This design comes from an exercise in tuning for small area, a short achievable clock period and few clock cycles per item on the open sky130 flow, not from production work. Where RTL was checked, it was by simulation tests only, not by an equivalence proof against the original. For runs 4 and 5, only the layout was checked, not whether the RTL still works.

==> flow/config.mk <==
export PLATFORM = sky130hd
export DESIGN_NAME = square_root_float
export DESIGN_NICKNAME = square_root_float
export VERILOG_FILES = /design/flow/design.v
export SDC_FILE = /design/flow/constraint.sdc
export NUM_CORES = 4
export LEC_CHECK = 0
export CAP_MARGIN = 50
export CORE_MARGIN = 2
export CORE_UTILIZATION = 40
export CTS_BUF_LIST = sky130_fd_sc_hd__clkbuf_8
export SLEW_MARGIN = 50
==> flow/constraint.sdc <==
create_clock -name core_clock -period 11.0 [get_ports {clk}]
set_input_delay 2.2000 -clock core_clock [delete_from_list [all_inputs] [get_ports {clk}]]
set_output_delay 2.2000 -clock core_clock [all_outputs]
set_load 0.01 [all_outputs]
==> flow/design.v <==
module adder #(
    parameter W = 25
) (
    input  [W - 1 : 0] a, b,
    input              cin,
    output [W - 1 : 0] s
);
    localparam L = $clog2(W);
    wire [W - 1 : 0] p0 = a ^ b;
    wire [W - 1 : 0] g  [0 : L];
    wire [W - 1 : 0] p  [0 : L];
    assign g[0] = {a[W - 1 : 1] & b[W - 1 : 1], (a[0] & b[0]) | (p0[0] & cin)};
    assign p[0] = p0;
    genvar l, i;
    generate
        for (l = 0; l < L; l = l + 1) begin : lvl
            for (i = 0; i < W; i = i + 1) begin : col
                if ((i >> l) % 2 == 1) begin : cmb
                    assign g[l + 1][i] = g[l][i] | (p[l][i] & g[l][((i >> l) << l) - 1]);
                    assign p[l + 1][i] = p[l][i] & p[l][((i >> l) << l) - 1];
                end else begin : thru
                    assign g[l + 1][i] = g[l][i];
                    assign p[l + 1][i] = p[l][i];
                end
            end
        end
    endgenerate
    assign s = p0 ^ {g[L][W - 2 : 0], cin};
endmodule
module square_root_float (
    input clk, rst,
    input start,
    input [31:0] u,
    output [31:0] out,
    output done, neg_flag
);
    reg        busy;
    reg  [4:0] cnt;          
    reg        hor;          
    reg        cpy;          
    reg  [3:0] s0, s1;       
    reg        xinv, xcin;   
    reg        fill;         
    reg [24:0] X;
    reg [24:0] Y;
    reg  [7:0] e_out;
    reg        sgn, spec;
    wire [7:0]  E = u[30:23];
    wire [22:0] M = u[22:0];
    wire        m_zero = (M == 23'd0);
    wire        zero = (E == 8'd0) & m_zero;
    wire        one  = E[0] & m_zero;
    wire [8:0]  e_sum = 9'd127 + {1'b0, E};
    always @(posedge clk) begin
        sgn   <= u[31];
        spec  <= zero | one;
        e_out <= zero ? 8'd0 : e_sum[8:1];
    end
    wire [4:0]  top_o = {2'b01, M[22:20]};
    wire [24:0] x_st = E[0] ? {top_o + 5'd2, M[19:0]} : {top_o + 5'd3, M[19:0]};
    wire [24:0] y_st = E[0] ? {top_o - 5'd2, M[19:0]} : {top_o - 5'd3, M[19:0]};
    wire        [24:0] y_h  = {fill, Y[24:1]};
    wire        [24:0] x_h  = {1'b0, X[24:1]};
    wire        [27:0] y_e0 = {{3{fill}}, y_h};
    wire        [24:0] y_l1 = ({25{s0[0]}} & y_e0[24:0]) | ({25{s0[1]}} & y_e0[25:1]) |
                              ({25{s0[2]}} & y_e0[26:2]) | ({25{s0[3]}} & y_e0[27:3]);
    wire        [36:0] y_e1 = {{12{fill}}, y_l1};
    wire        [24:0] y_sh = ({25{s1[0]}} & y_e1[24:0]) | ({25{s1[1]}} & y_e1[28:4]) |
                              ({25{s1[2]}} & y_e1[32:8]) | ({25{s1[3]}} & y_e1[36:12]);
    wire        [27:0] x_e0 = {3'b000, x_h};
    wire        [24:0] x_l1 = ({25{s0[0]}} & x_e0[24:0]) | ({25{s0[1]}} & x_e0[25:1]) |
                              ({25{s0[2]}} & x_e0[26:2]) | ({25{s0[3]}} & x_e0[27:3]);
    wire        [36:0] x_e1 = {12'd0, x_l1};
    wire        [24:0] x_sh = ({25{s1[0]}} & x_e1[24:0]) | ({25{s1[1]}} & x_e1[28:4]) |
                              ({25{s1[2]}} & x_e1[32:8]) | ({25{s1[3]}} & x_e1[36:12]);
    wire [24:0] xadd, yadd;
    adder #(.W(25)) X_Adder (.a(X), .b(y_sh ^ {25{xinv}}), .cin(xcin), .s(xadd));
    adder #(.W(25)) Y_Adder (.a(Y), .b(x_sh ^ {25{xinv}}), .cin(xinv), .s(yadd));
    always @(posedge clk) begin
        if (!busy) begin
            X   <= x_st;
            Y   <= y_st;
        end else begin
            X   <= hor ? X : xadd;
            Y   <= cpy ? xadd : yadd;
        end
    end
    wire fin = (cnt == 5'd27) | ((cnt == 5'd1) & (sgn | spec));
    assign done     = busy & fin;
    assign neg_flag = sgn;
    assign out      = {sgn, e_out, Y[22:0] & {23{~spec}}};
    wire [4:0] cnt_i = cnt + 5'd1;
    wire [4:0] cnt_n = busy ? cnt_i : {3'd0, ~E[0], E[0]};
    wire       hor_n = busy & (cnt_i >= 5'd19);
    wire       cpy_n = busy & (cnt_i >= 5'd18);
    wire [3:0] sh_n  = busy ? sh_i : {3'd0, ~E[0]};
    wire       hinv_n = hinv_i;
    reg [3:0] sh_i;
    reg       hinv_i;
    always @(*) begin
        hinv_i = 1'b0;
        case (cnt_i)
            5'd1:  sh_i = 4'd0;    
            5'd2:  sh_i = 4'd1;
            5'd3:  sh_i = 4'd2;
            5'd4:  sh_i = 4'd3;
            5'd5:  sh_i = 4'd3;    
            5'd6:  sh_i = 4'd4;
            5'd7:  sh_i = 4'd5;
            5'd8:  sh_i = 4'd6;
            5'd9:  sh_i = 4'd7;
            5'd10: sh_i = 4'd8;
            5'd11: sh_i = 4'd9;
            5'd12: sh_i = 4'd10;
            5'd13: sh_i = 4'd11;
            5'd14: sh_i = 4'd12;
            5'd15: sh_i = 4'd12;   
            5'd16: sh_i = 4'd13;
            5'd17: sh_i = 4'd14;
            5'd18: sh_i = 4'd15;   
            5'd19: sh_i = 4'd3;    
            5'd20: begin sh_i = 4'd1; hinv_i = 1'b1; end   
            5'd21: begin sh_i = 4'd3; hinv_i = 1'b1; end   
            5'd22: sh_i = 4'd2;    
            5'd23: sh_i = 4'd1;    
            5'd24: begin sh_i = 4'd1; hinv_i = 1'b1; end   
            5'd25: begin sh_i = 4'd1; hinv_i = 1'b1; end   
            default: sh_i = 4'd1;  
        endcase
    end
    wire yneg_n = busy & yadd[24];
    always @(posedge clk) begin
        hor   <= hor_n;
        cpy   <= cpy_n;
        s0    <= 4'b0001 << sh_n[1:0];
        s1    <= 4'b0001 << sh_n[3:2];
        xinv  <= hor_n ? hinv_n : ~yneg_n;
        xcin  <= ~hor_n & ~yneg_n;
        fill  <= ~hor_n & yneg_n;
    end
    always @(posedge clk, posedge rst) begin
        if (rst) begin
            busy <= 1'b0;
            cnt  <= 5'd0;
        end else begin
            cnt <= cnt_n;
            if (!busy)
                busy <= start;
            else if (fin)
                busy <= 1'b0;
        end
    end
endmodule
==> flow/flow/run.sh <==
#!/bin/bash
# Standard ORFS layout (the standard.sh, unchanged synthesis), with the
# timing repair after floorplan, CTS and global routing asked to leave a
# setup slack margin, so that it sizes and buffers the critical paths.
set -euo pipefail
bash standard.sh SETUP_SLACK_MARGIN=6.7 finish > standard.log 2>&1
==> flow/standard.sh <==
#!/bin/bash
# synth_recipe.tcl (not shown) runs the flow's synth.tcl, then flattens the netlist and writes it again
# the make line also repeats each setting of config.mk as NAME=value (left out here)
make -C /OpenROAD-flow-scripts/flow DESIGN_CONFIG=/design/flow/config.mk WORK_HOME=/design/flow/orfs CLKGATE_MAP_FILE= SYNTH_SCRIPT=/design/flow/synth_recipe.tcl "${@:-finish}"
==> results of run 1 <==
==> cell families after synthesis <==
| group | count (synthesis) | share of synthesized area, % |
|---|---|---|
| buffers and inverters | 102 | 4.89 |
| XOR/XNOR | 92 | 10.2 |
| AND/OR/NAND/NOR | 266 | 15.7 |
| flip-flops | 79 | 23.6 |
| AO/OA/AOI/OAI | 318 | 29.1 |
| multiplexers | 26 | 3.56 |
| adder cells (fa/ha/maj) | 76 | 13.1 |
==> worst max-delay path, cell delays in order, from the launching register on <==
cell and delay [ps]:
dfxtp_1 320, buf_6 210, a22oi_1 260, nand2_2 150, a22o_1 260, a221oi_2 240
xnor2_1 120, ha_1 370, and4_1 270, a221o_1 400, a221oi_4 320, a21oi_2 110
o32a_1 410, mux2i_1 160, a31o_1 240
==> Yosys cell counts, drive strengths merged (5+ instances only) <==
| cell type | count | area (um^2) |
|---|---|---|
| a22o | 16 | 140 |
| a211oi | 7 | 52.6 |
| xnor2 | 56 | 490 |
| nor4 | 8 | 50.1 |
| ha | 65 | 813 |
| nand2b | 5 | 31.3 |
| nand2 | 108 | 405 |
| nor3b | 7 | 62.6 |
| nand3 | 8 | 40.0 |
| fa | 11 | 220 |
| nor3 | 12 | 60.1 |
| a21oi | 49 | 253 |
| a21o | 13 | 97.6 |
| a31oi | 10 | 62.6 |
| inv | 35 | 131 |
| mux2 | 17 | 191 |
| buf | 12 | 48.8 |
| edfxtp | 25 | 751 |
| dfxtp | 48 | 961 |
| a221oi | 21 | 201 |
| a222oi | 6 | 60.1 |
| dfrtp | 6 | 150 |
| xor2 | 36 | 315 |
| o21a | 10 | 75.1 |
| nor2b | 32 | 200 |
| o211ai | 5 | 37.5 |
| o21ai | 34 | 170 |
| mux2i | 9 | 90.1 |
| a22oi | 115 | 863 |
| clkbuf | 55 | 206 |
| nor2 | 65 | 244 |
==> metal layers <==
metal | part of all wire [%] | track usage (%)
met1 | 48 | 35.4
met2 | 44 | 36.0
met3 | 6.8 | 4.01
met4 | 1.6 | 6.13
met5 | 0 | 0
==> worst max-delay path by stage <==
| stage | from | endpoint | slack [ps] | cells after the start |
|---|---|---|---|---|
| final | s0[2]$_SDFF_PN0_ | X[24]$_DFFE_PP_ | 6900 | 14 |
| after global routing | s0[3]$_SDFF_PN0_ | X[17]$_DFFE_PP_ | 6690 | 16 |
| after global placement | u[21] | e_out[3]$_SDFF_PP0_ | 6100 | 8 |
| after CTS | s0[1]$_SDFF_PP0_ | X[17]$_DFFE_PP_ | 6730 | 18 |
| after detailed placement | u[21] | e_out[2]$_SDFF_PP0_ | 6120 | 8 |
| after floorplan | s0[2]$_SDFF_PN0_ | X[17]$_DFFE_PP_ | 6820 | 20 |
==> layout make-up <==
type | instances | area share, %
well taps | 265 | 3.65
inverters | 35 | 1.44
multi-input cells | 778 | 63.0
clock buffers | 10 | 1.51
repair buffers | 83 | 9.08
clock inverters | 6 | 0.743
flip-flops and latches | 79 | 20.6
==> through the flow <==
step	utilization (%)	std cells
floorplan	-	959
global placement	45.1	1237
CTS	46.4	1253
finish	46.9	1256
global route	46.9	1256
detailed placement	45.2	1237
==> state kept, by name (all words and copies together), names as in the netlist, 4 cells and up <==
signal  flops
Y          25
e_out       8
s1          4
cnt         5
X          25
s0          4
==> repair_timing <==
item | 4_1_cts | 5_1_grt
setup endpoints to repair | 9 | 24
pin swaps | 0 | 5
gates resized for setup | 5 | 17
buffers inserted | 0 | 3
==> flow_summary_export.csv, run 1 <==
group,metric,value,unit
timing,finClkSkew,17.6,ps
route,via_per_inst,5.99,
setup_path,required,11130,ps
finish,layout.nets,1097,
route,wl_per_cell,19.9,um
finish,seq_area,1870,um^2
timing,fin_ws,6900,ps
finish,fin_area,9090,um^2
floorplanning,dieArea,20900,um^2
place,numPortBuffers,68,
worst_hold_path,hold_end,"busy$_DFF_PP0_",
cts,clk_pin_slew,80,ps
global_route,grt_pass1_vias,6918,
logic_synthesis,synthesis.nets,1070,
route,drt-initial-drc-count,881,
setup_path,r2r-end,"X[24]$_DFFE_PP_",
run,drv_cap,0,
outcome,status,"finished clean",
timing,finalSetupTns,0,ps
finish,multi_input_comb_area,5730,um^2
global_route,grt_use_total,23.9,%
logic_synthesis,yosys_warnings,2,
route,drt-pass1-iter-count,7,
logic_synthesis,synth.avg_cell_area,8.24,um^2
logic_synthesis,synth.distinct_cells,65,
route,drt-total-wl,25.0,mm
setup_path,rrSetupSlack,6900,ps
logic_synthesis,synth-seq-area-share,23.6,%
setup_path,worst_setup_path_start_kind,"flop",
worst_hold_path,worstHoldPathCells,2,
place,place.detailed.hpwl,18.1,mm
floorplanning,die_height,145,um
floorplanning,core.rowCount,51,
logic_synthesis,async_flop_share,7.59,%
setup_path,regToRegStartpoint,"s0[2]$_SDFF_PN0_",
logic_synthesis,netlist_instances,959,
global_route,grt_max_degree,68,
logic_synthesis,synthesis.area,7910,um^2
worst_hold_path,worstHoldStart,"cnt[2]$_DFF_PP0_",
setup_path,endpoint_kind,"flop",
place,gp_congestion,0.889,
route,vias,7518,
finish,n_fill_cell,2002,
cts,tritoncts,"done",
route,ant_nets,0,
setup_path,cp.arrival,4240,ps
cts,holdBufCountCts,0,
floorplanning,io_pins,69,
setup_path,path_class,"flop to flop",
place,dp_slack,6120,ps
timing,min_period_over_period,37.3,%
timing,setup_viol,0,
route,drc,0,
timing,slew_headroom,53.7,%
logic_synthesis,ys_ff_latch,79,
place,postPlaceCellArea,8770,um^2
cts,insertion_delay,380,ps
global_route,globalRoute.totalOverflow,0,
logic_synthesis,synth_edf_count,25,
finish,antenna_cells,0,
floorplanning,die_w,145,um
cts,cts.sinks,79,
setup_path,crit_fanout,46,
timing,tightest_slew,688,ps
cts,htreeDepth,3,
timing,min_period,4100,ps
finish,areaGrowthSynthToFinish,15.0,%
cts,clockBufferDepth,2,
finish,drive_gt1_share,7.97,%
timing,hold_viol,0,
timing,max_freq,244,MHz
worst_hold_path,min_path_type,"flop to flop",
finish,most-common-layout-cells,"a22oi_1 (112), nand2_1 (105), clkdlybuf4s50_1 (66)",
cts,cts_buffers,9,
floorplanning,start_util,40.8,%
floorplanning,coreArea,19400,um^2
global_route,grt_pass1_wl,38.3,mm
finish,final_common_cell,"a22oi_1",
cts,clockRootBuffer,"clkbuf_8",
timing,hold_ws,615,ps
setup_path,r2r_cells,14,
logic_synthesis,synth_flop_cell,"dfxtp_1",
timing,rsz0062_at_grt,"true",
timing,maxSlewViolCount,0,
global_route,antenna_found_initial,0,
Testbench counts, summed over its fixed seeds: cycles 43,995, items 1,600.
==> run 2, diff against run 1 <==
--- a/flow/config.mk
+++ b/flow/config.mk
@@ -9,4 +9,4 @@
 export CORE_MARGIN = 2
 export CORE_UTILIZATION = 40
 export CTS_BUF_LIST = sky130_fd_sc_hd__clkbuf_8
-export SLEW_MARGIN = 50
+export SLEW_MARGIN = 55
==> flow_summary_export.csv, run 2 <==
group,metric,value,unit
cts,tritoncts,"done",
logic_synthesis,async_flop_share,7.59,%
timing,slew_headroom,58.7,%
global_route,grt_max_degree,68,
finish,fin_area,9050,um^2
place,numPortBuffers,68,
setup_path,required,11110,ps
floorplanning,dieArea,20900,um^2
floorplanning,die_height,145,um
finish,layout.nets,1098,
logic_synthesis,yosys_warnings,2,
logic_synthesis,yosys.area.top_type,"dfxtp_1",
logic_synthesis,synth_flop_cell,"dfxtp_1",
timing,max_freq,244,MHz
global_route,grt_use_total,23.7,%
floorplanning,io_pins,69,
logic_synthesis,netlist_instances,959,
timing,maxSlewViolCount,0,
route,drt-pass1-iter-count,9,
cts,clk_pin_slew,80,ps
logic_synthesis,synth.avg_cell_area,8.24,um^2
timing,finClkSkew,11.1,ps
setup_path,worst-path-buf-inv,1,
cts,clockRootBuffer,"clkbuf_8",
setup_path,rrSetupSlack,6890,ps
route,vias,7418,
timing,min_period,4110,ps
timing,rsz0062_at_grt,"true",
global_route,globalRoute.totalOverflow,0,
run,drv_cap,0,
floorplanning,coreArea,19400,um^2
cts,htreeDepth,3,
timing,tightest_slew,613,ps
finish,final_common_cell,"a22oi_1",
global_route,grt_pass1_vias,6979,
timing,setup_viol,0,
setup_path,crit_fanout,46,
setup_path,worst_setup_path_start_kind,"flop",
setup_path,max_stage_delay,410,ps
floorplanning,core.rowCount,51,
setup_path,crit_family,"compound AO/OA/AOI/OAI gates",
finish,most-common-layout-cells,"a22oi_1 (114), nand2_1 (108), clkdlybuf4s50_1 (66)",
route,drc,0,
logic_synthesis,ys_top_cells_by_count,"a22oi_1 (115), nand2_1 (108), ha_1 (65), nor2_1 (65), xnor2_1 (56)",
place,place.detailed.hpwl,18.1,mm
cts,clockBufferDepth,2,
route,ant_nets,0,
finish,n_fill_cell,1976,
setup_path,endpoint_kind,"flop",
global_route,grt_pass1_wl,38.4,mm
timing,min_period_over_period,37.3,%
logic_synthesis,synth-seq-area-share,23.6,%
timing,finalSetupTns,0,ps
setup_path,crit_path_top_delay_cell,"a221o_1",
setup_path,path_class,"flop to flop",
finish,antenna_cells,0,
logic_synthesis,ys_ff_latch,79,
route,via_per_inst,5.90,
logic_synthesis,synth.area.top_cells,"dfxtp_1 (12%), a22oi_1 (11%), ha_1 (10%), edfxtp_1 (9.5%), xnor2_1 (6.2%)",
finish,largestRegisters,"X x25, Y x25, e_out x8",
logic_synthesis,synth_top_area_share,12.2,%
place,postPlaceCellArea,8780,um^2
finish,areaGrowthSynthToFinish,14.5,%
floorplanning,die_w,145,um
route,drt-initial-drc-count,732,
worst_hold_path,min_path_type,"flop to flop",
timing,hold_viol,0,
cts,cts.sinks,79,
cts,cts_buffers,9,
setup_path,path_cells,"buf_6 > a22oi_1 > nand2_1 > a22o_1 > a221oi_2 > xnor2_1 > ha_1 > and4_1 > a221o_1 > a221oi_4 > a21oi_2 > o32a_1 > mux2i_1 > a31o_1",
route,drt-total-wl,24.7,mm
setup_path,cp.arrival,4210,ps
cts,insertion_delay,350,ps
route,wl_per_cell,19.7,um
logic_synthesis,synthMostInstantiatedCell,"a22oi_1",
logic_synthesis,synthesis.area,7910,um^2
floorplanning,start_util,40.8,%
finish,drive_gt1_share,7.36,%
outcome,status,"finished clean",
logic_synthesis,synth.distinct_cells,65,
cts,holdBufCountCts,0,
logic_synthesis,synthesis.nets,1070,
place,gp_congestion,0.889,
logic_synthesis,synth_edf_count,25,
global_route,antenna_found_initial,0,
## run 2: changes by cell type in the layout (fill, tap and decap cells not counted), moves of 2 or more
cell     before  now
a22oi_1     112  114
a22oi_2       3    1
inv_1        34   36
nand2_1     105  108
nand2_2       3    0
## run 2: stage by stage
step / hold WS [ps] / setup slack (ps) / utilization (%) / std cells
4_1_cts: 633 / 6730 / 46.3 / 1255
6_report: 627 / 6890 / 46.7 / 1257
2_1_floorplan: 578 / 6820 / - / 959
5_1_grt: 673 / 6630 / 46.7 / 1257
3_5_place_dp: 615 / 6100 / 45.3 / 1238
3_3_place_gp: 605 / 6100 / 45.1 / 1237
## run 2: final cells by class
cell class	count	area (um^2)	share of cell area, %
flip-flops and latches	79	1870	20.6
inverters	35	131	1.45
multi-input cells	778	5710	63.1
clock inverters	7	65.1	0.719
repair buffers	84	820	9.05
clock buffers	9	124	1.37
well taps	265	332	3.66
## run 2: worst paths after layout
| kind | start | endpoint | depth (start not counted) |
|---|---|---|---|
| max in group asynchronous | rst | busy$_DFF_PP0_ | 2 |
| min reg2reg | cnt[2]$_DFF_PP0_ | busy$_DFF_PP0_ | 2 |
| min in group asynchronous | rst | cnt[4]$_DFF_PP0_ | 2 |
| min | cnt[2]$_DFF_PP0_ | busy$_DFF_PP0_ | 2 |
| max | s0[2]$_SDFF_PN0_ | X[24]$_DFFE_PP_ | 14 |
| max reg2reg | s0[2]$_SDFF_PN0_ | X[24]$_DFFE_PP_ | 14 |
## run 2: per-layer routing
layer	wire (um)	GRT usage, %
met1	11500	34.3
met2	10800	36.2
met3	2100	4.74
met4	382	5.67
met5	0	0
## run 2: cell families (layout without fill, tap and decap cells)
kind of cell	count (synthesis)	after routing	share of synthesized area, %
xor+xnor	92	92	10.2
fa+ha+maj	76	76	13.1
compound gates	318	318	29.1
mux	26	26	3.56
buf+inv	102	135	4.89
simple gates	266	266	15.7
flops	79	79	23.6
## run 2: worst min-delay path, delay by kind of cell (launching register included)
kind               cells  cell delay, ps
DFF                    1             430
and+or+nand+nor        1             100
AOI/OAI and AO/OA      1              60
## run 2: timing repair
action / in CTS / in global routing
setup endpoints to repair: 9 / 26
resized for setup: 2 / 13
buffers inserted: 1 / 2
pin swaps: 1 / 3
==> run 3, diff against run 2 <==
==> flow/flow/run.sh (replaced) <==
#!/bin/bash
# Standard ORFS layout (the standard.sh, unchanged synthesis), with the
# timing repair after floorplan, CTS and global routing asked to leave a
# setup slack margin, so that it sizes and buffers the critical paths.
set -euo pipefail
bash standard.sh SETUP_SLACK_MARGIN=6.8 finish > standard.log 2>&1
--- a/flow/config.mk
+++ b/flow/config.mk
@@ -9,4 +9,4 @@
 export CORE_MARGIN = 2
 export CORE_UTILIZATION = 40
 export CTS_BUF_LIST = sky130_fd_sc_hd__clkbuf_8
-export SLEW_MARGIN = 55
+export SLEW_MARGIN = 50
==> flow_summary_export.csv, run 3 <==
group,metric,value,unit
finish,final_common_cell,"a22oi_1",
logic_synthesis,synthMostInstantiatedCell,"a22oi_1",
finish,areaGrowthSynthToFinish,15.7,%
route,vias,7489,
logic_synthesis,synth_flop_cell,"dfxtp_1",
finish,most-common-layout-cells,"a22oi_1 (112), nand2_1 (106), clkdlybuf4s50_1 (66)",
finish,antenna_cells,0,
logic_synthesis,ys_ff_latch,79,
place,gp_congestion,0.889,
global_route,grt_pass1_wl,38.4,mm
timing,finClkSkew,18.3,ps
setup_path,required,11130,ps
place,postPlaceCellArea,8770,um^2
global_route,globalRoute.totalOverflow,0,
place,place.detailed.hpwl,18.1,mm
route,drc,0,
route,drt-pass1-iter-count,6,
global_route,grt_pass1_vias,6935,
timing,min_period,4090,ps
finish,fin_area,9140,um^2
timing,fin_ws,6910,ps
timing,maxSlewViolCount,0,
floorplanning,start_util,40.8,%
logic_synthesis,synth.distinct_cells,65,
setup_path,rrSetupSlack,6910,ps
cts,cts_buffers,9,
setup_path,path_class,"flop to flop",
cts,clockBufferDepth,2,
route,wl_per_cell,19.8,um
setup_path,worst_setup_path_start_kind,"flop",
logic_synthesis,netlist_instances,959,
logic_synthesis,synth.avg_cell_area,8.24,um^2
setup_path,regToRegStartpoint,"s0[1]$_SDFF_PP0_",
logic_synthesis,synthesis.nets,1070,
global_route,antenna_found_initial,0,
floorplanning,coreArea,19400,um^2
setup_path,r2r_cells,14,
route,drt-total-wl,25.0,mm
timing,setup_viol,0,
floorplanning,io_pins,69,
cts,tritoncts,"done",
route,ant_nets,0,
logic_synthesis,synth-seq-area-share,23.6,%
timing,finalSetupTns,0,ps
floorplanning,core.rowCount,51,
timing,min_period_over_period,37.1,%
cts,insertion_delay,380,ps
global_route,grt_use_total,23.9,%
logic_synthesis,synth.area.top_cells,"dfxtp_1 (12%), a22oi_1 (11%), ha_1 (10%), edfxtp_1 (9.5%), xnor2_1 (6.2%)",
outcome,status,"finished clean",
timing,hold_ws,628,ps
cts,cts.sinks,79,
floorplanning,die_w,145,um
cts,htreeDepth,3,
cts,clockRootBuffer,"clkbuf_8",
run,drv_cap,0,
worst_hold_path,hold_end,"busy$_DFF_PP0_",
finish,drive_gt1_share,8.56,%
finish,largestRegisters,"X x25, Y x25, e_out x8",
logic_synthesis,synth_edf_count,25,
worst_hold_path,worstHoldStart,"cnt[2]$_DFF_PP0_",
finish,layout.nets,1099,
place,numPortBuffers,68,
logic_synthesis,yosys_warnings,2,
logic_synthesis,synth_top_area_share,12.2,%
floorplanning,dieArea,20900,um^2
place,dp_slack,6120,ps
floorplanning,die_height,145,um
setup_path,r2r-end,"X[24]$_DFFE_PP_",
timing,tightest_slew,706,ps
timing,max_freq,245,MHz
timing,slew_headroom,52.5,%
logic_synthesis,yosys.area.top_type,"dfxtp_1",
logic_synthesis,ys_top_cells_by_count,"a22oi_1 (115), nand2_1 (108), ha_1 (65), nor2_1 (65), xnor2_1 (56)",
logic_synthesis,async_flop_share,7.59,%
timing,rsz0062_at_grt,"true",
route,via_per_inst,5.95,
setup_path,crit_fanout,47,
timing,hold_viol,0,
worst_hold_path,worstHoldPathCells,2,
setup_path,cp.arrival,4210,ps
global_route,grt_max_degree,68,
setup_path,endpoint_kind,"flop",
cts,clk_pin_slew,80,ps
worst_hold_path,min_path_type,"flop to flop",
route,drt-initial-drc-count,816,
logic_synthesis,synthesis.area,7910,um^2
setup_path,startpoint,"s0[1]$_SDFF_PP0_",
run 3: changes by cell type in the layout (fill, tap and decap cells not counted), sizes merged:
cell	before	now
inv	38	36
buf	17	18
clkbuf	10	11
clkinvlp	1	2
run 3: critical path, cell delays in order (launching register included):
cell and delay (ps):
dfxtp_1 320, buf_6 210, a22oi_1 220, nand2_1 190
a22o_1 270, a221oi_1 270, xnor2_1 120, ha_1 340
and4_1 250, a221o_1 400, a221oi_4 320, a21oi_2 110
o32a_1 410, mux2i_1 160, a31o_1 240
run 3: worst max path at each step:
stage	depth (start not counted)	endpoint	slack, ps
detailed placement	8	e_out[2]$_SDFF_PP0_	6120
global placement	8	e_out[3]$_SDFF_PP0_	6100
finish	14	X[24]$_DFFE_PP_	6910
floorplan	20	X[17]$_DFFE_PP_	6820
CTS	6	done	6770
global route	14	X[24]$_DFFE_PP_	6710
run 3: stage by stage:
stage / instances / utilization (%)
after floorplan: 959 / -
after global placement: 1237 / 45.1
after detailed placement: 1237 / 45.2
after CTS: 1254 / 46.4
after global routing: 1258 / 47.1
final: 1258 / 47.1
run 3: logic make-up after synthesis:
| kind of cell | after synthesis | synth area share (%) |
|---|---|---|
| AOI/OAI and AO/OA | 318 | 29.1 |
| DFF | 79 | 23.6 |
| xor gates and xnor gates | 92 | 10.2 |
| and+or+nand+nor | 266 | 15.7 |
| buffers and inverters | 102 | 4.89 |
| muxes | 26 | 3.56 |
| adders and majority gates | 76 | 13.1 |
run 3: per-layer routing:
metal | vias up | routed length (um) | GRT usage [%]
met5 | - | 0 | 0
met4 | 0 | 395 | 6.13
met3 | 23 | 1900 | 3.97
met2 | 289 | 10900 | 36.2
met1 | 3564 | 11700 | 35.3
li1 | 3613 | - | -
run 3: final cells by class:
type / count / area (um^2)
tap: 265 / 332
clock inverter: 6 / 67.6
timing repair buffer: 85 / 841
clock buffer: 10 / 138
inverter: 35 / 131
fill: 1988 / 10300
sequential: 79 / 1870
multi-input combinational: 778 / 5770
run 3: what timing repair did:
action | CTS | global route
pin swaps | 1 | 6
endpoints found under the setup margin | 10 | 26
resized for setup | 7 | 20
hold buffers | 0 | 0
setup buffers | 1 | 4
==> run 4, diff against run 3 <==
--- a/flow/design.v
+++ b/flow/design.v
@@ -39,7 +39,9 @@
     reg        hor;          
     reg        cpy;          
     reg  [3:0] s0, s1;       
+    reg  [3:0] t0, t1;       
     reg        xinv, xcin;   
+    reg        yinv;         
     reg        fill;         
     reg [24:0] X;
     reg [24:0] Y;
@@ -59,7 +61,7 @@
     wire [4:0]  top_o = {2'b01, M[22:20]};
     wire [24:0] x_st = E[0] ? {top_o + 5'd2, M[19:0]} : {top_o + 5'd3, M[19:0]};
     wire [24:0] y_st = E[0] ? {top_o - 5'd2, M[19:0]} : {top_o - 5'd3, M[19:0]};
-    wire        [24:0] y_h  = {fill, Y[24:1]};
+    wire signed [24:0] y_h  = {fill, Y[24:1]};
     wire        [24:0] x_h  = {1'b0, X[24:1]};
     wire        [27:0] y_e0 = {{3{fill}}, y_h};
     wire        [24:0] y_l1 = ({25{s0[0]}} & y_e0[24:0]) | ({25{s0[1]}} & y_e0[25:1]) |
@@ -68,14 +70,14 @@
     wire        [24:0] y_sh = ({25{s1[0]}} & y_e1[24:0]) | ({25{s1[1]}} & y_e1[28:4]) |
                               ({25{s1[2]}} & y_e1[32:8]) | ({25{s1[3]}} & y_e1[36:12]);
     wire        [27:0] x_e0 = {3'b000, x_h};
-    wire        [24:0] x_l1 = ({25{s0[0]}} & x_e0[24:0]) | ({25{s0[1]}} & x_e0[25:1]) |
-                              ({25{s0[2]}} & x_e0[26:2]) | ({25{s0[3]}} & x_e0[27:3]);
+    wire        [24:0] x_l1 = ({25{t0[0]}} & x_e0[24:0]) | ({25{t0[1]}} & x_e0[25:1]) |
+                              ({25{t0[2]}} & x_e0[26:2]) | ({25{t0[3]}} & x_e0[27:3]);
     wire        [36:0] x_e1 = {12'd0, x_l1};
-    wire        [24:0] x_sh = ({25{s1[0]}} & x_e1[24:0]) | ({25{s1[1]}} & x_e1[28:4]) |
-                              ({25{s1[2]}} & x_e1[32:8]) | ({25{s1[3]}} & x_e1[36:12]);
+    wire        [24:0] x_sh = ({25{t1[0]}} & x_e1[24:0]) | ({25{t1[1]}} & x_e1[28:4]) |
+                              ({25{t1[2]}} & x_e1[32:8]) | ({25{t1[3]}} & x_e1[36:12]);
     wire [24:0] xadd, yadd;
     adder #(.W(25)) X_Adder (.a(X), .b(y_sh ^ {25{xinv}}), .cin(xcin), .s(xadd));
-    adder #(.W(25)) Y_Adder (.a(Y), .b(x_sh ^ {25{xinv}}), .cin(xinv), .s(yadd));
+    adder #(.W(25)) Y_Adder (.a(Y), .b(x_sh ^ {25{yinv}}), .cin(yinv), .s(yadd));
     always @(posedge clk) begin
         if (!busy) begin
             X   <= x_st;
@@ -134,6 +136,9 @@
         cpy   <= cpy_n;
         s0    <= 4'b0001 << sh_n[1:0];
         s1    <= 4'b0001 << sh_n[3:2];
+        t0    <= hor_n ? 4'b0000 : 4'b0001 << sh_n[1:0];
+        t1    <= hor_n ? 4'b0000 : 4'b0001 << sh_n[3:2];
+        yinv  <= ~hor_n & ~yneg_n;
         xinv  <= hor_n ? hinv_n : ~yneg_n;
         xcin  <= ~hor_n & ~yneg_n;
         fill  <= ~hor_n & yneg_n;
==> flow/flow/run.sh (replaced) <==
#!/bin/bash
# Standard ORFS layout (the standard.sh, unchanged synthesis), with the
# timing repair after floorplan, CTS and global routing asked to leave a
# setup slack margin, so that it sizes and buffers the critical paths.
set -euo pipefail
bash standard.sh SETUP_SLACK_MARGIN=6.7 finish > standard.log 2>&1
--- a/flow/config.mk
+++ b/flow/config.mk
@@ -9,4 +9,4 @@
 export CORE_MARGIN = 2
 export CORE_UTILIZATION = 40
 export CTS_BUF_LIST = sky130_fd_sc_hd__clkbuf_8
-export SLEW_MARGIN = 50
+export SLEW_MARGIN = 70
==> flow_summary_export.csv, run 4 <==
group,metric,value,unit
finish,final_common_cell,"a22oi_1",
place,gp_congestion,0.890,
worst_hold_path,hold_end,"cnt[0]$_DFF_PP0_",
logic_synthesis,synth_flop_cell,"dfxtp_1",
logic_synthesis,yosys.area.top_type,"dfxtp_1",
route,drt-pass1-iter-count,6,
route,topRoutingLayerUsed,"met4",
timing,maxSlewViolCount,0,
floorplanning,core.rowCount,51,
floorplanning,start_util,41.0,%
worst_hold_path,worstHoldStart,"cnt[0]$_DFF_PP0_",
setup_path,crit_fanout,8,
setup_path,rrSetupSlack,6930,ps
cts,cts.sinks,87,
setup_path,endpoint_kind,"flop",
cts,htreeDepth,3,
route,met1_length,10.9,mm
finish,most-common-layout-cells,"a22oi_1 (117), nand2_1 (115), nor2_1 (67)",
timing,finalSetupTns,0,ps
floorplanning,io_pins,69,
timing,tightest_slew,473,ps
global_route,globalRoute.totalOverflow,0,
cts,insertion_delay,400,ps
floorplanning,coreArea,19600,um^2
global_route,grt_max_degree,41,
timing,min_period,4170,ps
global_route,antenna_found_initial,0,
cts,cts_buffers,9,
worst_hold_path,min_path_type,"flop to flop",
place,numPortBuffers,68,
logic_synthesis,synth.avg_cell_area,8.31,um^2
logic_synthesis,synth.area.top_cells,"dfxtp_1 (14%), a22oi_1 (11%), ha_1 (10%), edfxtp_1 (9.3%), xnor2_1 (6.4%)",
floorplanning,die_height,146,um
logic_synthesis,synth_edf_count,25,
route,wl_met2,12.4,mm
setup_path,path_cells,"clkdlybuf4s50_1 > inv_1 > ha_1 > nor4b_2 > nand4_1 > nor4_2 > buf_1 > and3_1 > nor2_1",
route,vias,7552,
finish,n_fill_cell,1942,
cts,tritoncts,"done",
setup_path,crit_path_top_delay_cell,"clkdlybuf4s50_1",
setup_path,max_stage_delay,500,ps
finish,layout.nets,1114,
setup_path,cp.arrival,4460,ps
logic_synthesis,synthesis.nets,1077,
route,drt-total-wl,25.9,mm
floorplanning,dieArea,21200,um^2
route,drc,0,
logic_synthesis,netlist_instances,966,
outcome,status,"finished clean",
logic_synthesis,async_flop_share,6.90,%
logic_synthesis,ys_ff_latch,87,
logic_synthesis,synth_top_area_share,14.0,%
timing,hold_viol,0,
setup_path,regToRegStartpoint,"X[16]$_DFFE_PP_",
logic_synthesis,synth-seq-area-share,25.2,%
route,wl_per_cell,20.4,um
finish,drive_gt1_share,9.52,%
route,via_per_inst,5.93,
timing,setup_viol,0,
run,drv_cap,0,
timing,min_period_over_period,37.9,%
global_route,grt_pass1_wl,40.0,mm
route,drt-initial-drc-count,791,
setup_path,required,11290,ps
route,route.met3.wl,1.89,mm
logic_synthesis,ys_top_cells_by_count,"a22oi_1 (117), nand2_1 (115), nor2_1 (69)",
cts,clockRootBuffer,"clkbuf_8",
logic_synthesis,synth.distinct_cells,70,
timing,hold_ws,561,ps
cts,cts_setup_buffers,0,
logic_synthesis,yosys_warnings,2,
timing,slew_headroom,68.4,%
floorplanning,die_w,146,um
setup_path,r2r_cells,15,
finish,areaGrowthSynthToFinish,16.6,%
cts,clk_pin_slew,100,ps
route,ant_nets,0,
place,place.detailed.hpwl,19.3,mm
timing,finClkSkew,14.6,ps
setup_path,worst_setup_path_start_kind,"input pin",
logic_synthesis,synthesis.area,8030,um^2
setup_path,r2r-end,"Y[16]$_DFF_P_",
finish,antenna_cells,0,
worst_hold_path,worstHoldPathCells,1,
timing,max_freq,240,MHz
finish,largestRegisters,"X x25, Y x25, e_out x8",
setup_path,path_class,"input pin to flop",
cts,clockBufferDepth,2,
logic_synthesis,synthMostInstantiatedCell,"a22oi_1",
cts,holdBufCountCts,0,
global_route,grt_pass1_vias,7273,
timing,rsz0062_at_grt,"false",
global_route,grt_use_total,23.8,%
## run 4: changes by cell type after synthesis, moves of 7 or more
cell / before / now
dfxtp_1: 48 / 56
nand2_1: 108 / 115
o21ai_0: 33 / 24
nand3_1: 8 / 15
## run 4: area by class of cell
cell class	instances	area [um^2]	area share, %
inverters	35	131	1.40
well taps	265	332	3.54
clock inverters	7	73.8	0.788
repair buffers	84	842	8.99
flip-flops and latches	87	2060	22.0
clock buffers	9	124	1.32
multi-input cells	786	5800	61.9
## run 4: logic make-up after synthesis
family / share of synthesized area, %
AOI/OAI and AO/OA: 27.6
buffers and inverters: 4.39
DFF: 25.2
and+or+nand+nor: 17.0
muxes: 2.82
adders and majority gates: 12.9
xor gates and xnor gates: 10.1
## run 4: stage by stage
step	worst slack [ps]	util, %	area [um^2]	std cells
2_1_floorplan	7290	-	8030	966
3_3_place_gp	6160	45.5	8910	1252
3_5_place_dp	6320	46.3	9070	1255
4_1_cts	6700	47.3	9270	1271
5_1_grt	6720	47.8	9360	1273
6_report	6830	47.8	9360	1273
## run 4: critical path: cells and delay by family
kind | cells | cell delay [ps]
buffers and inverters | 3 | 900
adder cells (fa/ha/maj) | 1 | 250
AND/OR/NAND/NOR | 5 | 1100
## run 4: worst max-delay path by stage
stage / start / end
after detailed placement: u[21] / e_out[3]$_SDFF_PP0_
after global placement: u[21] / e_out[4]$_SDFF_PP0_
final: u[21] / e_out[4]$_SDFF_PP0_
after global routing: Y[14]$_DFF_P_ / Y[9]$_DFF_P_
after CTS: cnt[0]$_DFF_PP0_ / done
after floorplan: s0[0]$_DFF_P_ / Y[9]$_DFF_P_
## run 4: timing repair
action                                 in CTS  in global routing
gates resized for setup                     2                  2
endpoints found under the hold margin       0                  0
setup endpoints to repair                   1                  1
pin swaps                                   0                  0
gates cloned                                0                  0
## run 4: layer usage
metal,up-vias,global-route usage (%)
li1,3646,-
met1,3594,31.0
met2,269,40.0
met3,43,4.20
met4,0,8.14
met5,-,0
==> run 5, diff against run 4 <==
--- a/flow/design.v
+++ b/flow/design.v
@@ -39,9 +39,7 @@
     reg        hor;          
     reg        cpy;          
     reg  [3:0] s0, s1;       
-    reg  [3:0] t0, t1;       
     reg        xinv, xcin;   
-    reg        yinv;         
     reg        fill;         
     reg [24:0] X;
     reg [24:0] Y;
@@ -58,10 +56,16 @@
         spec  <= zero | one;
         e_out <= zero ? 8'd0 : e_sum[8:1];
     end
-    wire [4:0]  top_o = {2'b01, M[22:20]};
-    wire [24:0] x_st = E[0] ? {top_o + 5'd2, M[19:0]} : {top_o + 5'd3, M[19:0]};
-    wire [24:0] y_st = E[0] ? {top_o - 5'd2, M[19:0]} : {top_o - 5'd3, M[19:0]};
-    wire signed [24:0] y_h  = {fill, Y[24:1]};
+    wire [4:0]  top_e = {2'b01, M[22:20]};
+    wire [24:0] x_ev  = {top_e + 5'd3, M[19:0]};
+    wire [24:0] y_ev  = {top_e - 5'd3, M[19:0]};
+    wire        e_od  = M[0] & ~(M[2] & M[1]);
+    wire [1:0]  lo_od = M[2:1] + {1'b0, e_od};    
+    wire [24:0] x_od  = {5'd7 + {3'd0, M[22:21]}, M[20:3], lo_od};
+    wire [24:0] y_od  = {5'd1 + {3'd0, M[22:21]}, M[20:3], lo_od};
+    wire [24:0] x_st  = E[0] ? x_od : x_ev;
+    wire [24:0] y_st  = E[0] ? y_od : y_ev;
+    wire        [24:0] y_h  = {fill, Y[24:1]};
     wire        [24:0] x_h  = {1'b0, X[24:1]};
     wire        [27:0] y_e0 = {{3{fill}}, y_h};
     wire        [24:0] y_l1 = ({25{s0[0]}} & y_e0[24:0]) | ({25{s0[1]}} & y_e0[25:1]) |
@@ -70,14 +74,14 @@
     wire        [24:0] y_sh = ({25{s1[0]}} & y_e1[24:0]) | ({25{s1[1]}} & y_e1[28:4]) |
                               ({25{s1[2]}} & y_e1[32:8]) | ({25{s1[3]}} & y_e1[36:12]);
     wire        [27:0] x_e0 = {3'b000, x_h};
-    wire        [24:0] x_l1 = ({25{t0[0]}} & x_e0[24:0]) | ({25{t0[1]}} & x_e0[25:1]) |
-                              ({25{t0[2]}} & x_e0[26:2]) | ({25{t0[3]}} & x_e0[27:3]);
+    wire        [24:0] x_l1 = ({25{s0[0]}} & x_e0[24:0]) | ({25{s0[1]}} & x_e0[25:1]) |
+                              ({25{s0[2]}} & x_e0[26:2]) | ({25{s0[3]}} & x_e0[27:3]);
     wire        [36:0] x_e1 = {12'd0, x_l1};
-    wire        [24:0] x_sh = ({25{t1[0]}} & x_e1[24:0]) | ({25{t1[1]}} & x_e1[28:4]) |
-                              ({25{t1[2]}} & x_e1[32:8]) | ({25{t1[3]}} & x_e1[36:12]);
+    wire        [24:0] x_sh = ({25{s1[0]}} & x_e1[24:0]) | ({25{s1[1]}} & x_e1[28:4]) |
+                              ({25{s1[2]}} & x_e1[32:8]) | ({25{s1[3]}} & x_e1[36:12]);
     wire [24:0] xadd, yadd;
     adder #(.W(25)) X_Adder (.a(X), .b(y_sh ^ {25{xinv}}), .cin(xcin), .s(xadd));
-    adder #(.W(25)) Y_Adder (.a(Y), .b(x_sh ^ {25{yinv}}), .cin(yinv), .s(yadd));
+    adder #(.W(25)) Y_Adder (.a(Y), .b(x_sh ^ {25{xinv}}), .cin(xinv), .s(yadd));
     always @(posedge clk) begin
         if (!busy) begin
             X   <= x_st;
@@ -87,23 +91,22 @@
             Y   <= cpy ? xadd : yadd;
         end
     end
-    wire fin = (cnt == 5'd27) | ((cnt == 5'd1) & (sgn | spec));
+    wire fin = (cnt == 5'd27) | ((cnt == 5'd2) & (sgn | spec));
     assign done     = busy & fin;
     assign neg_flag = sgn;
     assign out      = {sgn, e_out, Y[22:0] & {23{~spec}}};
     wire [4:0] cnt_i = cnt + 5'd1;
-    wire [4:0] cnt_n = busy ? cnt_i : {3'd0, ~E[0], E[0]};
+    wire [4:0] cnt_n = busy ? cnt_i : 5'd2;
     wire       hor_n = busy & (cnt_i >= 5'd19);
     wire       cpy_n = busy & (cnt_i >= 5'd18);
-    wire [3:0] sh_n  = busy ? sh_i : {3'd0, ~E[0]};
+    wire [3:0] sh_n  = busy ? sh_i : 4'd1;
     wire       hinv_n = hinv_i;
     reg [3:0] sh_i;
     reg       hinv_i;
     always @(*) begin
         hinv_i = 1'b0;
         case (cnt_i)
-            5'd1:  sh_i = 4'd0;    
-            5'd2:  sh_i = 4'd1;
+            5'd2:  sh_i = 4'd1;    
             5'd3:  sh_i = 4'd2;
             5'd4:  sh_i = 4'd3;
             5'd5:  sh_i = 4'd3;    
@@ -136,9 +139,6 @@
         cpy   <= cpy_n;
         s0    <= 4'b0001 << sh_n[1:0];
         s1    <= 4'b0001 << sh_n[3:2];
-        t0    <= hor_n ? 4'b0000 : 4'b0001 << sh_n[1:0];
-        t1    <= hor_n ? 4'b0000 : 4'b0001 << sh_n[3:2];
-        yinv  <= ~hor_n & ~yneg_n;
         xinv  <= hor_n ? hinv_n : ~yneg_n;
         xcin  <= ~hor_n & ~yneg_n;
         fill  <= ~hor_n & yneg_n;
--- a/flow/config.mk
+++ b/flow/config.mk
@@ -9,4 +9,4 @@
 export CORE_MARGIN = 2
 export CORE_UTILIZATION = 40
 export CTS_BUF_LIST = sky130_fd_sc_hd__clkbuf_8
-export SLEW_MARGIN = 70
+export SLEW_MARGIN = 50
==> flow_summary_export.csv, run 5 <==
group,metric,value,unit
floorplanning,core.rowCount,52,
cts,clk_pin_slew,100,ps
route,drt-initial-drc-count,1041,
finish,final_common_cell,"a22oi_1",
route,drt-total-wl,27.6,mm
setup_path,cp_common_cell,"a21oi_1",
place,gp_congestion,0.968,
floorplanning,io_pins,69,
setup_path,regToRegStartpoint,"s0[1]$_SDFF_PP0_",
timing,setup_viol,0,
global_route,grt_max_degree,71,
logic_synthesis,synth_edf_count,25,
place,dp_slack,6500,ps
setup_path,endpoint_kind,"flop",
logic_synthesis,ys_top_cells_by_count,"a22oi_1 (114), nand2_1 (100), ha_1 (67)",
finish,largestRegisters,"X x25, Y x25, e_out x8",
logic_synthesis,yosys.area.top_type,"dfxtp_1",
cts,insertion_delay,370,ps
cts,htreeDepth,3,
finish,fin_cells,1302,
timing,max_freq,242,MHz
timing,min_period,4140,ps
logic_synthesis,synth-seq-area-share,22.8,%
logic_synthesis,synthesis.area,8170,um^2
timing,tightest_slew,696,ps
floorplanning,dieArea,21600,um^2
floorplanning,coreArea,20200,um^2
floorplanning,die_w,147,um
logic_synthesis,synth_flop_cell,"dfxtp_1",
route,ant_nets,0,
logic_synthesis,synth.area.top_cells,"dfxtp_1 (12%), a22oi_1 (10%), ha_1 (10%), edfxtp_1 (9.2%), xnor2_1 (6.3%)",
worst_hold_path,worstHoldStart,"cnt[0]$_DFF_PP0_",
cts,holdBufCountCts,0,
cts,cts.sinks,79,
cts,clockRootBuffer,"clkbuf_8",
global_route,grt_pass1_vias,7411,
timing,hold_ws,538,ps
finish,most-common-layout-cells,"a22oi_1 (111), nand2_1 (99), clkdlybuf4s50_1 (67)",
route,via_per_inst,6.18,
cts,clockBufferDepth,2,
setup_path,rrSetupSlack,6860,ps
timing,hold_viol,0,
setup_path,crit_path_top_delay_cell,"fa_2",
finish,antenna_cells,0,
global_route,grt_pass1_wl,42.7,mm
logic_synthesis,synthesis.nets,1106,
route,drc,0,
setup_path,crit_fanout,47,
setup_path,r2r-end,"Y[16]$_DFF_P_",
setup_path,cp.arrival,4430,ps
global_route,globalRoute.totalOverflow,0,
logic_synthesis,netlist_instances,993,
place,dp_cells,1276,
timing,finClkSkew,14.7,ps
run,drv_cap,0,
setup_path,r2r_cells,16,
worst_hold_path,min_path_type,"flop to flop",
logic_synthesis,synth_top_area_share,11.8,%
cts,tritoncts,"done",
timing,fin_ws,6860,ps
setup_path,path_cells,"buf_12 > a22oi_1 > nand2_1 > a22o_1 > a221oi_2 > xnor2_2 > ha_2 > a21o_1 > o21ai_1 > o211ai_1 > nor2_2 > o21ai_2 > a21oi_1 > fa_2 > mux2_2 > a21oi_1",
setup_path,path_class,"flop to flop",
logic_synthesis,synth.avg_cell_area,8.23,um^2
worst_hold_path,worstHoldPathCells,1,
timing,slew_headroom,53.3,%
route,drt-pass1-iter-count,5,
logic_synthesis,synth.distinct_cells,75,
logic_synthesis,ys_ff_latch,79,
finish,layout.nets,1140,
global_route,antenna_found_initial,0,
cts,cts_buffers,9,
worst_hold_path,hold_end,"cnt[0]$_DFF_PP0_",
logic_synthesis,async_flop_share,7.59,%
finish,n_fill_cell,2003,
setup_path,required,11290,ps
finish,drive_gt1_share,9.88,%
global_route,grt_use_total,25.1,%
route,wl_per_cell,21.2,um
floorplanning,die_height,147,um
route,vias,8044,
timing,rsz0062_at_grt,"true",
setup_path,max_stage_delay,490,ps
timing,min_period_over_period,37.6,%
place,numPortBuffers,68,
setup_path,worst_setup_path_start_kind,"flop",
logic_synthesis,synthMostInstantiatedCell,"a22oi_1",
outcome,status,"finished clean",
timing,maxSlewViolCount,0,
logic_synthesis,yosys_warnings,2,
place,place.detailed.hpwl,20.2,mm
floorplanning,start_util,40.5,%
finish,areaGrowthSynthToFinish,16.7,%
timing,finalSetupTns,0,ps
[run 5: through the flow]
step / area [um^2] / utilization, %
2_1_floorplan: 8170 / -
3_3_place_gp: 9030 / 44.8
3_5_place_dp: 9030 / 44.8
4_1_cts: 9320 / 46.2
5_1_grt: 9540 / 47.3
6_report: 9540 / 47.3
[run 5: routing by layer]
metal	track usage [%]	share of wire, %	vias to the layer above
met2	38.0	43	403
li1	-	-	3772
met4	4.66	1.2	0
met1	37.8	47	3842
met5	0	0	-
met3	4.47	8.7	27
[run 5: worst max path at each step]
stage                                start       endpoint  slack (ps)  cells after the start
final                     s0[1]$_SDFF_PP0_  Y[16]$_DFF_P_        6860                     16
after global routing      s0[2]$_SDFF_PN0_  Y[17]$_DFF_P_        6680                     18
after CTS                 s0[3]$_SDFF_PN0_  Y[17]$_DFF_P_        6710                     20
after global placement    s0[0]$_SDFF_PP0_  Y[17]$_DFF_P_        6470                     19
after floorplan           s0[2]$_SDFF_PN0_  Y[17]$_DFF_P_        6790                     22
after detailed placement      xinv$_DFF_P_  Y[17]$_DFF_P_        6500                     16
[run 5: cells by family after synthesis]
kind of cell	after synthesis	synth area share, %
AO/OA/AOI/OAI	347	31.4
XOR/XNOR	88	9.43
adder cells (fa/ha/maj)	78	13.0
buffers and inverters	108	5.10
flip-flops	79	22.8
multiplexers	15	1.88
AND/OR/NAND/NOR	278	16.5
[run 5: area by class of cell]
cell class	count	area, um^2	share of cell area, %
Multi-Input combinational cell	806	6030	63.3
Sequential cell	79	1870	19.6
Timing Repair Buffer	92	913	9.58
Tap cell	270	338	3.54
Inverter	39	146	1.54
Clock buffer	9	124	1.30
Clock inverter	7	109	1.14
[run 5: critical path: cells and delay by family, from the launching register on]
kind	cells	cell delay, ps
AOI/OAI and AO/OA	9	1790
adders and majority gates	2	860
and+or+nand+nor	2	370
DFF	1	340
muxes	1	280
xor gates and xnor gates	1	220
buffers and inverters	1	180
[run 5: timing repair]
action                                  CTS  global route
pin swaps                                 3             9
resized for setup                        10            34
buffers inserted                          2             8
endpoints found under the setup margin    7            14

==> what the ideal ports hide <==
No port has a modelled driver above. Below, the same layouts with a new extraction and two added sets of constraints. Step 1 sets driving cells, clkbuf_16 on the clock port and buf_2 on the other inputs (assumed; they add their load-dependent delay and slew). Step 2 times the ports against the registers' clock, not the clock port: input delays grow and output delays shrink by t, the midpoint of the rising clock arrivals with the driver on. a / b / c = ideal / step 1 / step 2; a / b = the first two.
run | t, ns | setup slack, ns | clock arrival spread, ns | slew at the worst register clock pin (ns)
run 1 | 0.414 | 6.896 / 6.886 / 6.523 | 0.018 / 0.017 | 0.09 / 0.09
run 2 | 0.383 | 6.895 / 6.895 / 6.572 | 0.011 / 0.012 | 0.09 / 0.09
run 3 | 0.410 | 6.914 / 6.899 / 6.590 | 0.018 / 0.018 | 0.09 / 0.09
run 4 | 0.435 | 6.834 / 6.853 / 6.418 | 0.015 / 0.014 | 0.11 / 0.11
run 5 | 0.397 | 6.859 / 6.859 / 6.683 | 0.015 / 0.015 | 0.10 / 0.10
After both steps every run listed still meets setup and hold. For run 4, which loses most, drivers alone change the setup slack by +0.019 ns; drivers and shift together by -0.416 ns.
